Context: an optimization exercise on an open-source flow, tuned for small area. The choices shown serve that exercise and are no tape-out recipe. Function was checked by simulation only, so behaviour that the tests miss may differ from the original. The flow treats the clock pin as an ideal source. Dropping or thinning the clock tree relies on that and would not hold on a real chip.

==> flow/design.v <==
`timescale 1ns/1ps
module top
(
    input  wire i_clk,
    input  wire i_reset,
    input  wire i_uartRx,
    output wire o_uartTx
);
reg  [4:0] cnt;
wire       tick = &cnt;
wire       cnt0 = ~cnt[4] & ~cnt[1] & ~cnt[0];      
always @(posedge i_clk)
    if (i_reset | tick) cnt <= 5'd12;
    else                cnt <= cnt + 5'd1;
reg  [3:0] rm;
reg  [3:0] rs;
wire       r_idle = (rm == 4'd1);
wire       r_bnd  = tick & (rs == 4'd15);
wire       sample = r_bnd & rm[3];
wire       done   = r_bnd & (rm == 4'd0) & i_uartRx;
always @(posedge i_clk) begin
    if (i_reset)
        rm <= 4'd1;
    else if (r_idle) begin
        if (~i_uartRx) rm <= 4'd7;
    end
    else if (r_bnd)
        rm <= rm + 4'd1;
    if (r_idle & ~i_uartRx) rs <= 4'd8;
    else if (tick)          rs <= rs + 4'd1;
end
reg  [1:0] ph;
reg  [3:0] st;           
reg  [7:0] A;            
reg  [7:0] R;            
reg  [2:0] cls;          
reg        X;            
wire ph0   = (ph == 2'd0);
wire ph1   = (ph == 2'd1);
wire ph2   = (ph == 2'd2);
wire ph3   = (ph == 2'd3);
wire txsh  = cnt0 & (st == 4'd0) & (ph0 | (ph3 & ~X));
wire comp  = ph3 & st[3];
wire SH    = ~cls[2] & cls[0];
wire a = A[0];
wire b = R[0];
wire cy = R[7] & (st[2:0] != 3'd0);
reg  f;
always @(*) begin
    case (cls)
        3'b100:  f = a & b;
        3'b101:  f = a | b;
        3'b110:  f = a ^ b;
        3'b111:  f = ~(a | b);
        default: f = a ^ b ^ cy;     
    endcase
end
wire ai   = a ^ cls[1];
wire cout = (ai & b) | (ai & cy) | (b & cy);
wire [2:0] j = st[2:0];
wire shwin = j[2] | (j[1] & j[0]) |
             (j == 3'd2 & ~cnt[4]) |
             (j == 3'd1 & ~cnt[4] & ~cnt[1]) |
             (j == 3'd0 & cnt0);
wire [5:0] op = R[5:0];
wire op_sh = (op[5:1] == 5'b00001);
wire op_ar = op[5] & ~op[4] & ~op[3] & ~(~op[2] & op[0]);
wire op_ok = op_sh | op_ar;
wire [2:0] op_cls = op_ar ? op[2:0] : {~op_sh, op_sh & op[0], op_sh};
always @(posedge i_clk) begin
    if (i_reset) begin
        ph <= 2'd0;
        A  <= 8'hff;
        X  <= 1'b1;
    end
    else begin
        if (done)
            ph <= ph + 2'd1;
        else if (txsh & ph3)
            ph <= 2'd0;
        if (sample & ph1)
            A <= {i_uartRx & op_ok, A[7:1]};    
        else if (txsh)
            A <= {1'b1, A[7:1]};
        else if (comp & ~SH & tick)
            A <= {f, A[7:1]};
        else if (comp & SH & b & shwin)
            A <= {cls[1] & A[7], A[7:1]};
        if (ph3 & (cnt == 5'd17))          
            X <= 1'b0;
        else if (txsh)
            X <= A[0];
    end
    if (done & ph2)  st <= 4'd0;
    else if (tick)   st <= st + 4'd1;
    if ((sample & ~ph1) | (comp & tick))
        R <= {comp ? cout : i_uartRx, R[7:1]};
    if (done & ph1)
        cls <= op_cls;
end
assign o_uartTx = X;
endmodule
==> flow/config.mk <==
export PLATFORM = sky130hd
export DESIGN_NAME = top
export DESIGN_NICKNAME = top
export VERILOG_FILES = /design/flow/design.v
export SDC_FILE = /design/flow/constraint.sdc
export NUM_CORES = 4
export LEC_CHECK = 0
export CAP_MARGIN = 20
export CORE_MARGIN = 2
export CORE_UTILIZATION = 40
export GPL_TIMING_DRIVEN = 0
export PLACE_DENSITY = 0.9
export SLEW_MARGIN = 20
==> flow/constraint.sdc <==
create_clock -name core_clock -period 10.0 [get_ports {i_clk}]
set_input_delay 2.0000 -clock core_clock [delete_from_list [all_inputs] [get_ports {i_clk}]]
set_output_delay 2.0000 -clock core_clock [all_outputs]
set_load 0.01 [all_outputs]
standard.sh (not shown) runs the stock make flow with config.mk's settings and CLKGATE_MAP_FILE= SYNTH_SCRIPT=/design/flow/synth_recipe.tcl, a recipe that flattens the netlist after the stock synthesis.
==> flow/flow/run.sh <==
#!/bin/bash
# Own flow: the standard layout with these changes.
#  - synthesis: ABC maps the logic with area-oriented scripts and keeps the
#    smallest mapping (flow/synth.tcl); the registers are those of the
#    standard synthesis.
#  - clock tree: the clock port drives four clock buffers, each driving the
#    clock pins of one quarter of the registers (flow/pre_cts.tcl).
#  - port buffers: every input and output port gets a buf_1 buffer.
# Each tool's output goes to a log file in this folder.
set -euo pipefail
W=$(pwd)
export PRE_CTS_TCL=$W/flow/pre_cts.tcl
export CLK_LEAF_BUF=sky130_fd_sc_hd__clkbuf_4
export CLK_LEAF_SPLITS=2
export CLK_LEAF_STRIPS=3
export BUFFER_PORTS_ARGS="-buffer_cell sky130_fd_sc_hd__buf_1"
# synthesis: standard.sh's make command with our synthesis script
sed "s#$W/synth_recipe.tcl#$W/flow/synth.tcl#" standard.sh > synth_step.sh
grep -q "$W/flow/synth.tcl" synth_step.sh
bash synth_step.sh synth > synth.log 2>&1
# the rest of the standard layout (synthesis results are up to date)
bash standard.sh > layout.log 2>&1
Other scripts of this flow, unchanged in this note and not shown: flow/flow/pre_cts.tcl, flow/flow/synth.tcl
Then changed:
Settings changed: PLACE_DENSITY 0.9 to 0.95.
The new run ran to the end with no violations.
Utilization does not change.
Synthesized area is unchanged.
Sequential share of layout area is unchanged.
In every run of this note, the design's own scripts or RTL, not TritonCTS, make the clock network.

[static timing again, ports no longer ideal]
Ports are ideal in the flow. The routed layouts listed here were re-timed in OpenROAD. Step 1 assumes that a clkbuf_16 drives the clock port and a buf_2 every other input. Step 2, shift: input delay + t, output delay - t, t = (earliest + latest rising clock arrival at the registers) / 2. This alone moves slack from input paths to output paths. Three values: no drivers, after step 1, after step 2; two values: the first two.
run | t (ns) | slack for setup (ns) | latest minus earliest clock arrival (ns)
the first run | 0.217 | 7.007 / 7.027 / 6.809 | 0.007 / 0.007
the second run | 0.215 | 7.015 / 7.028 / 6.813 | 0.003 / 0.003
After both steps setup and hold are still met in every run listed. For the second run, which loses most, drivers alone change the setup slack by +0.013 ns; drivers and shift together by -0.202 ns.
